Background: an optimization exercise with open tools, aiming at small area. Do not read the settings as production practice.
Function was checked by simulation only, so behaviour that the tests miss may differ from the original.
Power is estimated from default activity; no workload was simulated.

== v14 ==
## sah
module sah(
  input  CLK, BTN_R, BTN_RST, BTN_L, BTN_SR, ROT_BT, reset, SW3,
  output VGA_H, VGA_V, VGA_R, VGA_G, VGA_B
);
Settings: LEC_CHECK=0, ABC_AREA=1, CAP_MARGIN=0, CORE_MARGIN=2, CORE_UTILIZATION=40, CTS_BUF_LIST=sky130_fd_sc_hd__clkbuf_8, CTS_CLUSTER_DIAMETER=50, CTS_CLUSTER_SIZE=15, SLEW_MARGIN=0; clock period 10.0 ns.
standard.sh (not shown) runs the stock make flow with config.mk's settings and CLKGATE_MAP_FILE= SYNTH_SCRIPT=/design/flow/synth_recipe.tcl, a recipe that flattens the netlist after the stock synthesis.
==> flow/flow/run.sh <==
#!/bin/bash
set -e
export CTS_ARGS='-sink_clustering_enable -repair_clock_nets -dont_use_dummy_load -buf_list {sky130_fd_sc_hd__clkbuf_4 sky130_fd_sc_hd__clkbuf_8} -sink_clustering_size 20 -sink_clustering_max_diameter 60'
bash standard.sh > standard.log 2>&1
v14: all stages complete, timing, DRC and antenna checks passed
Setup changes, v14 to v50
==> flow/flow/run.sh <==
#!/bin/bash
set -e
export CTS_ARGS="-sink_clustering_enable -repair_clock_nets -dont_use_dummy_load -buf_list sky130_fd_sc_hd__clkbuf_16 -sink_clustering_size 30 -sink_clustering_max_diameter 60"
bash standard.sh > standard.log 2>&1
Notes after the runs:
Summary — sum of routed wire length over all layers, v50 relative to v14: higher, by about 0.33%.
Looking at count of clock-buffer cells in the layout, v50 sits about 6.5% lower than v14 does.
Changes observed in v50 relative to v14: final setup slack of the worst path fell by 0.10 ns; final area shows an increase of about 1.7%.
Comparing v50 and v14, static power due to leakage is lower on v14.
v50 ended with more final period utilization than v14.
Comparing v50 and v14, the lower met1 routed wirelength after detailed routing is on v14.
What v6 does differently from v50 at the input level:
Settings: a change of CTS_CLUSTER_DIAMETER from 50 to 60; a change of CTS_CLUSTER_SIZE from 15 to 20.
==> flow/flow/run.sh <==
#!/bin/bash
# The standard layout (standard.sh) with two changes:
#  1. the synthesis maps the logic with a stronger ABC area script (flow/abc_area.script:
#     deepsyn, then repeated dch / map -a). ABC runs without -dff, as in the standard
#     synthesis, so the registers are those of the standard synthesis.
#  2. clock tree synthesis without dummy load cells, with clkbuf_8 buffers.
# Each tool's output is in standard.log and orfs/logs/.
set -euo pipefail
here=$(pwd)
rm -rf "$here/scripts_mod"
cp -r "$FLOW_HOME/scripts" "$here/scripts_mod"
cp "$here/flow/abc_area.script" "$here/scripts_mod/abc_area.script"
export SCRIPTS_DIR="$here/scripts_mod"
export CTS_ARGS="-sink_clustering_enable -repair_clock_nets -dont_use_dummy_load -buf_list sky130_fd_sc_hd__clkbuf_8 -sink_clustering_size 20 -sink_clustering_max_diameter 60"
bash standard.sh > standard.log 2>&1
==> flow/flow/abc_area.script (new file) <==
strash
&get -n
&deepsyn -T 240
&put
dch -f
map -a
strash
dc2
dch -f
map -a
strash
dc2
dch -f
map -a
topo
stime -c
buffer -c
upsize -c
dnsize -c
## What came out
- v6 finished every stage and its layout cleared the timing, DRC and antenna checks.
- Number of rows in the core area ends up lower on v6.
- The higher height of the die came out of v50.
- Against v50, post-layout net count in v6 fell by more than 10%.
- Per the comparison of v6 with v50, shortest clock period the worst path allows after layout climbed 0.49 ns; multiplexer share of the synthesized area closely matched the old numbers; power shows a reduction of 6.6%.

---

== onyx ==
sah again, from the RTL that the note above started with.
==> flow/design.v (excerpt) <==
module sah(
  input  CLK, BTN_R, BTN_RST, BTN_L, BTN_SR, ROT_BT, reset, SW3,
  output VGA_H, VGA_V, VGA_R, VGA_G, VGA_B
);
  reg ph;
  wire ce = ~ph;
  always @(posedge CLK) begin
    if (reset) ph <= 1'b0;
    else       ph <= ~ph;
  end
  reg [3:0] hc; reg [5:0] hf;
  reg [3:0] vr; reg [5:0] vg;
  wire hf_last = (hf == 6'd49);
  wire hwrap   = (hc == 4'd13) && (hf == 6'd29);    
  wire vwrap   = (vr == 4'd10) && (vg == 6'd24);    
  always @(posedge CLK) begin
    if (reset) begin
      hc <= 4'd13; hf <= 6'd30;    
      vr <= 4'd9;  vg <= 6'd35;    
    end else if (ph) begin
      if (hf_last) begin hf <= 6'd0; hc <= hc + 4'd1; end
      else hf <= hf + 6'd1;
      if (hwrap) begin
        if (vwrap) begin vr <= 4'd0; vg <= 6'd0; end
        else if (vg == 6'd49) begin vg <= 6'd0; vr <= vr + 4'd1; end
        else vg <= vg + 6'd1;
      end
    end
  end
  wire p25 = (hf == 6'd4) || (hf == 6'd29);         
  reg [3:0] m15;                                    
  always @(posedge CLK) begin
    if (reset) m15 <= 4'd0;
    else if (ph && p25) m15 <= (m15 == 4'd14) ? 4'd0 : m15 + 4'd1;
  end
  wire [1:0] q_s  = (hf < 6'd5) ? 2'd0 : (hf < 6'd30) ? 2'd1 : 2'd2;
  wire [1:0] q4   = {hc[0], 1'b0} + q_s;            
  wire m5is4      = (m15 == 4'd4) || (m15 == 4'd9) || (m15 == 4'd14);
  wire tick       = p25 && (q4 == 2'd3) && m5is4;   
  wire line_tick  = p25 && (m15 == 4'd14);          
  reg click_m, click_s, click_state, click_prev_db, take_pulse;
  reg [5:0] dbC_cnt;
  reg [9:0] click_cooldown;
  always @(posedge CLK) begin
    if (reset) begin
  ...
==> flow/config.mk <==
export PLATFORM = sky130hd
export DESIGN_NAME = sah
export DESIGN_NICKNAME = sah
export VERILOG_FILES = /design/flow/design.v
export SDC_FILE = /design/flow/constraint.sdc
export NUM_CORES = 4
export LEC_CHECK = 0
export ABC_AREA = 1
export CAP_MARGIN = 0
export CORE_MARGIN = 2
export CORE_UTILIZATION = 40
export CTS_BUF_LIST = sky130_fd_sc_hd__clkbuf_8
export CTS_CLUSTER_DIAMETER = 50
export CTS_CLUSTER_SIZE = 15
export SLEW_MARGIN = 0
==> flow/constraint.sdc <==
create_clock -name core_clock -period 10.0 [get_ports {CLK}]
set_input_delay 2.0000 -clock core_clock [delete_from_list [all_inputs] [get_ports {CLK}]]
set_output_delay 2.0000 -clock core_clock [all_outputs]
set_load 0.01 [all_outputs]
==> flow/flow/run.sh <==
#!/bin/bash
set -e
export CTS_ARGS='-sink_clustering_enable -repair_clock_nets -dont_use_dummy_load -buf_list {sky130_fd_sc_hd__clkbuf_8 sky130_fd_sc_hd__clkbuf_16} -sink_clustering_size 30 -sink_clustering_max_diameter 80'
bash standard.sh > standard.log 2>&1
> inputs changed (onyx -> raven)
==> flow/flow/run.sh <==
#!/bin/bash
set -e
export CTS_ARGS="-sink_clustering_enable -repair_clock_nets -dont_use_dummy_load -buf_list sky130_fd_sc_hd__clkbuf_8 -sink_clustering_size 20 -sink_clustering_max_diameter 60"
bash standard.sh > standard.log 2>&1
--- outcome ---
raven -> onyx: worst path buffer plus inverter count delta 0, exact match
raven — final critical-path share of the clock period 0.65 points lower, onyx as reference
raven has growth of design area from synthesis to finish below what onyx had.
Comparing raven against onyx, there is no change at all in count of port buffers added during placement.
Summary: with onyx as the reference, total power in raven moved down by a few percent.
Looking at via count of the routed design, raven sits 47 lower than onyx does.
#### Input delta (xenon over raven)
==> flow/flow/run.sh <==
#!/bin/bash
set -e
export CTS_ARGS="-sink_clustering_enable -repair_clock_nets -dont_use_dummy_load -buf_list sky130_fd_sc_hd__clkbuf_8 -sink_clustering_size 15 -sink_clustering_max_diameter 50"
bash standard.sh > standard.log 2>&1
## What came out
- From raven to xenon, depth of the worst hold-timing path did not move at all.
- xenon vs raven, all-layer global routing usage went up by 0.30 points.
- Summary — via count, xenon relative to raven: higher, by 88.
- Cmp xenon vs raven: part of the total power dissipated in the clock network higher in xenon
- On worst setup slack, xenon does worse than raven.
- Re total number of H-tree levels: xenon and raven aren't equal, and the lower value belongs to raven.
- Comparing raven against xenon, there is no change at all in count of antenna diodes in the layout.
- Clock latency of the later-clocked register in the worst-skew pair on xenon is down relative to raven.
- Net switching power: xenon and raven compared, lower one is raven
- xenon vs raven: portion of the clock cycle consumed by the worst path in the final layout up in xenon

---

Another version of the RTL of sah (not shown whole).
For scale: about 320 flip-flops.
export LEC_CHECK = 0
export CAP_MARGIN = 20
export CORE_MARGIN = 2
export CORE_UTILIZATION = 40
export SLEW_MARGIN = 20
create_clock -name core_clock -period 10.0 [get_ports {CLK}]
run.sh (not shown) runs the stock make flow with config.mk's settings and CLKGATE_MAP_FILE= SYNTH_SCRIPT=/design/flow/synth_recipe.tcl, a recipe that flattens the netlist after the stock synthesis.
Stock flow here: none of the scripts above is used.
The first run completed with no timing, DRC or antenna violations.
Next try:
Settings changed: ABC_AREA set to 1, CTS_BUF_LIST set to sky130_fd_sc_hd__clkbuf_8, CTS_CLUSTER_DIAMETER set to 50, CTS_CLUSTER_SIZE set to 15.
The new run passed the timing, DRC and antenna checks.
Final area is lower by a few percent.
Worst setup slack gets better by 1.0 ns.
Sequential power barely changes.
Via count is lower by a few percent.
Register-to-register slack gets better by 1.0 ns.
Power is lower by roughly a tenth.
Worst hold slack gets worse by 0.0034 ns.
Final cell count is higher by a few percent.
Next try:
Settings changed: CTS_BUF_LIST sky130_fd_sc_hd__clkbuf_8 to not set, CTS_CLUSTER_DIAMETER 50 to not set, CTS_CLUSTER_SIZE 15 to not set.
Worst setup slack improved by 0.034 ns.
Via count stays flat.
Sequential cell count does not change.
Total power rose by 12%.
Synthesized area stays the same.
Worst hold slack barely changes.
Sequential power is about the same.
Die area is unchanged.
Non-clock buffer count stays the same.
Next try:
Settings changed: CTS_BUF_LIST set to sky130_fd_sc_hd__clkbuf_4, CTS_CLUSTER_DIAMETER set to 40, CTS_CLUSTER_SIZE set to 10.
Effect: Flip-flop and latch count is unchanged; routed wire length is about the same; die area does not change; core utilization goes down by 0.83 points; global-route usage stays flat; design area came out lower by 1.9%; count of clock-buffer cells in the layout grows by 2; worst setup slack is about the same; first-iteration DRC count shrinks by 2.3%.

---

## the reference run
sah, a different RTL version from the one above (not shown whole).
Size in the first run: roughly 2600 cells after synthesis, roughly 320 flip-flops, about 13 I/O pins, about 19000 um2 of cells after synthesis.
clock: 10.0 ns
lec_check: 0
abc_area: 1
cap_margin: 0
core_margin: 2
core_utilization: 40
cts_buf_list: sky130_fd_sc_hd__clkbuf_8
cts_cluster_diameter: 50
cts_cluster_size: 15
slew_margin: 0
standard.sh (not shown) runs the stock make flow with config.mk's settings and CLKGATE_MAP_FILE= SYNTH_SCRIPT=/design/flow/synth_recipe.tcl, a recipe that flattens the netlist after the stock synthesis.
==> flow/flow/run.sh <==
#!/bin/bash
set -e
export CTS_ARGS="-sink_clustering_enable -repair_clock_nets -dont_use_dummy_load -buf_list sky130_fd_sc_hd__clkbuf_8 -sink_clustering_size 15 -sink_clustering_max_diameter 50"
bash standard.sh > standard.log 2>&1
The reference run finished end to end and its layout was clean on timing, DRC and antenna.
Changes in the trial run relative to the reference run:
==> flow/run.sh (new file) <==
#!/bin/bash
# synth_recipe.tcl (not shown) runs the flow's synth.tcl, then flattens the netlist and writes it again
# the make line also repeats each setting of config.mk as NAME=value (left out here)
make -C /OpenROAD-flow-scripts/flow DESIGN_CONFIG=/design/flow/config.mk WORK_HOME=/design/flow/orfs CLKGATE_MAP_FILE= SYNTH_SCRIPT=/design/flow/synth_recipe.tcl finish
removed: flow/flow/run.sh
removed: flow/standard.sh
==> comparison <==
The trial run ends up with a post-layout total power that is 14% higher than in the reference run.
Compared with the reference run, highest achievable clock rate in the trial run decreased slightly.
Global-route wire length before repair essentially unchanged between the reference run and the trial run.
Of the reference run and the trial run, the higher final worst setup slack belongs to the reference run.
The trial run: all stages complete, timing, DRC and antenna checks passed

---

sah, a different RTL version from the one above (not shown whole).
For scale: about 1,500 cells after synthesis, roughly 380 flip-flops, ~13 I/O pins.
Settings: LEC_CHECK=0, ABC_AREA=1, CAP_MARGIN=0, CORE_MARGIN=2, CORE_UTILIZATION=40, CTS_BUF_LIST=sky130_fd_sc_hd__clkbuf_8, CTS_CLUSTER_DIAMETER=60, CTS_CLUSTER_SIZE=20, SLEW_MARGIN=0; clock period 10.0 ns.
==> flow/flow/run.sh <==
#!/bin/bash
# The standard layout (standard.sh) with two changes:
#  1. the synthesis maps the logic with a stronger ABC area script (flow/abc_area.script:
#     deepsyn, then repeated dch / amap, no buffering or upsizing). ABC runs without
#     -dff, as in the standard
#     synthesis, so the registers are those of the standard synthesis.
#  2. clock tree synthesis without dummy load cells, with clkbuf_8 buffers.
# Each tool's output is in standard.log and orfs/logs/.
set -euo pipefail
here=$(pwd)
rm -rf "$here/scripts_mod"
cp -r "$FLOW_HOME/scripts" "$here/scripts_mod"
cp "$here/flow/abc_area.script" "$here/scripts_mod/abc_area.script"
export SCRIPTS_DIR="$here/scripts_mod"
export CTS_ARGS="-sink_clustering_enable -repair_clock_nets -dont_use_dummy_load -buf_list sky130_fd_sc_hd__clkbuf_8 -sink_clustering_size 20 -sink_clustering_max_diameter 60"
bash standard.sh > standard.log 2>&1
==> flow/flow/abc_area.script <==
strash
&get -n
&deepsyn -T 300
&put
dch -f
amap
strash
dc2
dch -f
amap
strash
dc2
dch -f
amap
topo
dnsize -c
The first run went through all stages and came out clean.
Next try:
==> flow/flow/run.sh (replaced) <==
#!/bin/bash
# The standard layout (standard.sh) with three changes:
#  1. the synthesis maps the logic with a stronger ABC area script (flow/abc_area.script:
#     deepsyn, then repeated dch / amap, no buffering or upsizing);
#  2. adders are left to ABC instead of being mapped to half / full adder cells first
#     (ADDER_MAP_FILE empty). Neither change touches the registers: ABC runs without
#     -dff, as in the standard synthesis, so the registers are the standard synthesis's;
#  3. clock tree synthesis without dummy load cells, with clkbuf_8 buffers.
# Each tool's output is in standard.log and orfs/logs/.
set -euo pipefail
here=$(pwd)
rm -rf "$here/scripts_mod"
cp -r "$FLOW_HOME/scripts" "$here/scripts_mod"
cp "$here/flow/abc_area.script" "$here/scripts_mod/abc_area.script"
export SCRIPTS_DIR="$here/scripts_mod"
export ADDER_MAP_FILE=
export CTS_ARGS="-sink_clustering_enable -repair_clock_nets -dont_use_dummy_load -buf_list sky130_fd_sc_hd__clkbuf_8 -sink_clustering_size 20 -sink_clustering_max_diameter 60"
bash standard.sh > standard.log 2>&1
Result:
- wire length fell by 5.8%
- register-to-register slack loses 0.27 ns
- worst hold slack gains 0.0047 ns
- total power fell by 5.1%
- core utilization rose by 0.39 points
- sequential cell count is unchanged
- design area fell by 7.7%
- area after synthesis fell by 8.3%
- critical path depth stays the same
- die area fell by 8.2%
Next try:
==> flow/flow/run.sh (replaced) <==
#!/bin/bash
# The standard layout (standard.sh) with two changes:
#  1. the synthesis maps the logic with a stronger ABC area script (flow/abc_area.script:
#     deepsyn, then repeated dch / map -a, no buffering or upsizing). ABC runs without
#     -dff, as in the standard
#     synthesis, so the registers are those of the standard synthesis.
#  2. clock tree synthesis without dummy load cells, with clkbuf_8 buffers.
# Each tool's output is in standard.log and orfs/logs/.
set -euo pipefail
here=$(pwd)
rm -rf "$here/scripts_mod"
cp -r "$FLOW_HOME/scripts" "$here/scripts_mod"
cp "$here/flow/abc_area.script" "$here/scripts_mod/abc_area.script"
export SCRIPTS_DIR="$here/scripts_mod"
export CTS_ARGS="-sink_clustering_enable -repair_clock_nets -dont_use_dummy_load -buf_list sky130_fd_sc_hd__clkbuf_8 -sink_clustering_size 20 -sink_clustering_max_diameter 60"
bash standard.sh > standard.log 2>&1
==> flow/flow/abc_area.script (replaced) <==
strash
&get -n
&deepsyn -T 300
&put
dch -f
map -a
strash
dc2
dch -f
map -a
strash
dc2
dch -f
map -a
topo
dnsize -c
The new run completed with no timing, DRC or antenna violations.
Global-route usage came out lower by 0.63 points.
Worst setup slack improved by 0.78 ns.
Hold slack gets worse by 0.032 ns.

==> port drivers added, routing unchanged <==
In the flow no input, the clock included, has a driving cell. The finished layouts below were timed again as built, in two steps.
Step 1: set_driving_cell puts a clkbuf_16 on CLK and a buf_2 on each other input, an assumption about the parent block.
Step 2 times the ports against the registers' clock, not the clock port: input delays grow and output delays shrink by t, the midpoint of the rising clock arrivals with the driver on.
Slacks: no drivers / after step 1 / after step 2; pairs: no drivers / after step 1.
run	shift t [ns]	setup WS [ns]	latest minus earliest clock arrival (ns)	cell pins on the clock port's net
v14	0.662	4.201 / 4.228 / 3.566	0.102 / 0.102	1
v50	0.617	4.097 / 4.129 / 3.513	0.095 / 0.095	1
v6	0.659	3.604 / 3.619 / 2.960	0.092 / 0.092	1
onyx	0.577	4.136 / 4.166 / 3.589	0.108 / 0.108	1
raven	0.662	4.201 / 4.228 / 3.566	0.102 / 0.102	1
xenon	0.623	4.129 / 4.158 / 3.536	0.091 / 0.091	1
the first run of note 3	0.631	2.691 / 2.691 / 2.691	0.035 / 0.036	1
the second run of note 3	0.662	3.694 / 3.694 / 3.694	0.054 / 0.054	1
the third run of note 3	0.616	3.728 / 3.728 / 3.728	0.020 / 0.020	1
the fourth run of note 3	0.844	3.730 / 3.730 / 3.730	0.067 / 0.066	1
the reference run	0.654	3.059 / 3.059 / 3.059	0.080 / 0.080	1
the trial run	0.676	2.989 / 2.989 / 2.989	0.043 / 0.042	1
the first run of note 5	0.643	1.380 / 1.400 / 0.757	0.113 / 0.113	1
the second run of note 5	0.619	1.101 / 1.122 / 0.503	0.042 / 0.043	1
the third run of note 5	0.645	1.882 / 1.898 / 1.253	0.143 / 0.144	1
After both steps setup and hold are still met in every run listed. For v6, which loses most, drivers alone change the setup slack by +0.015 ns; drivers and shift together by -0.644 ns.
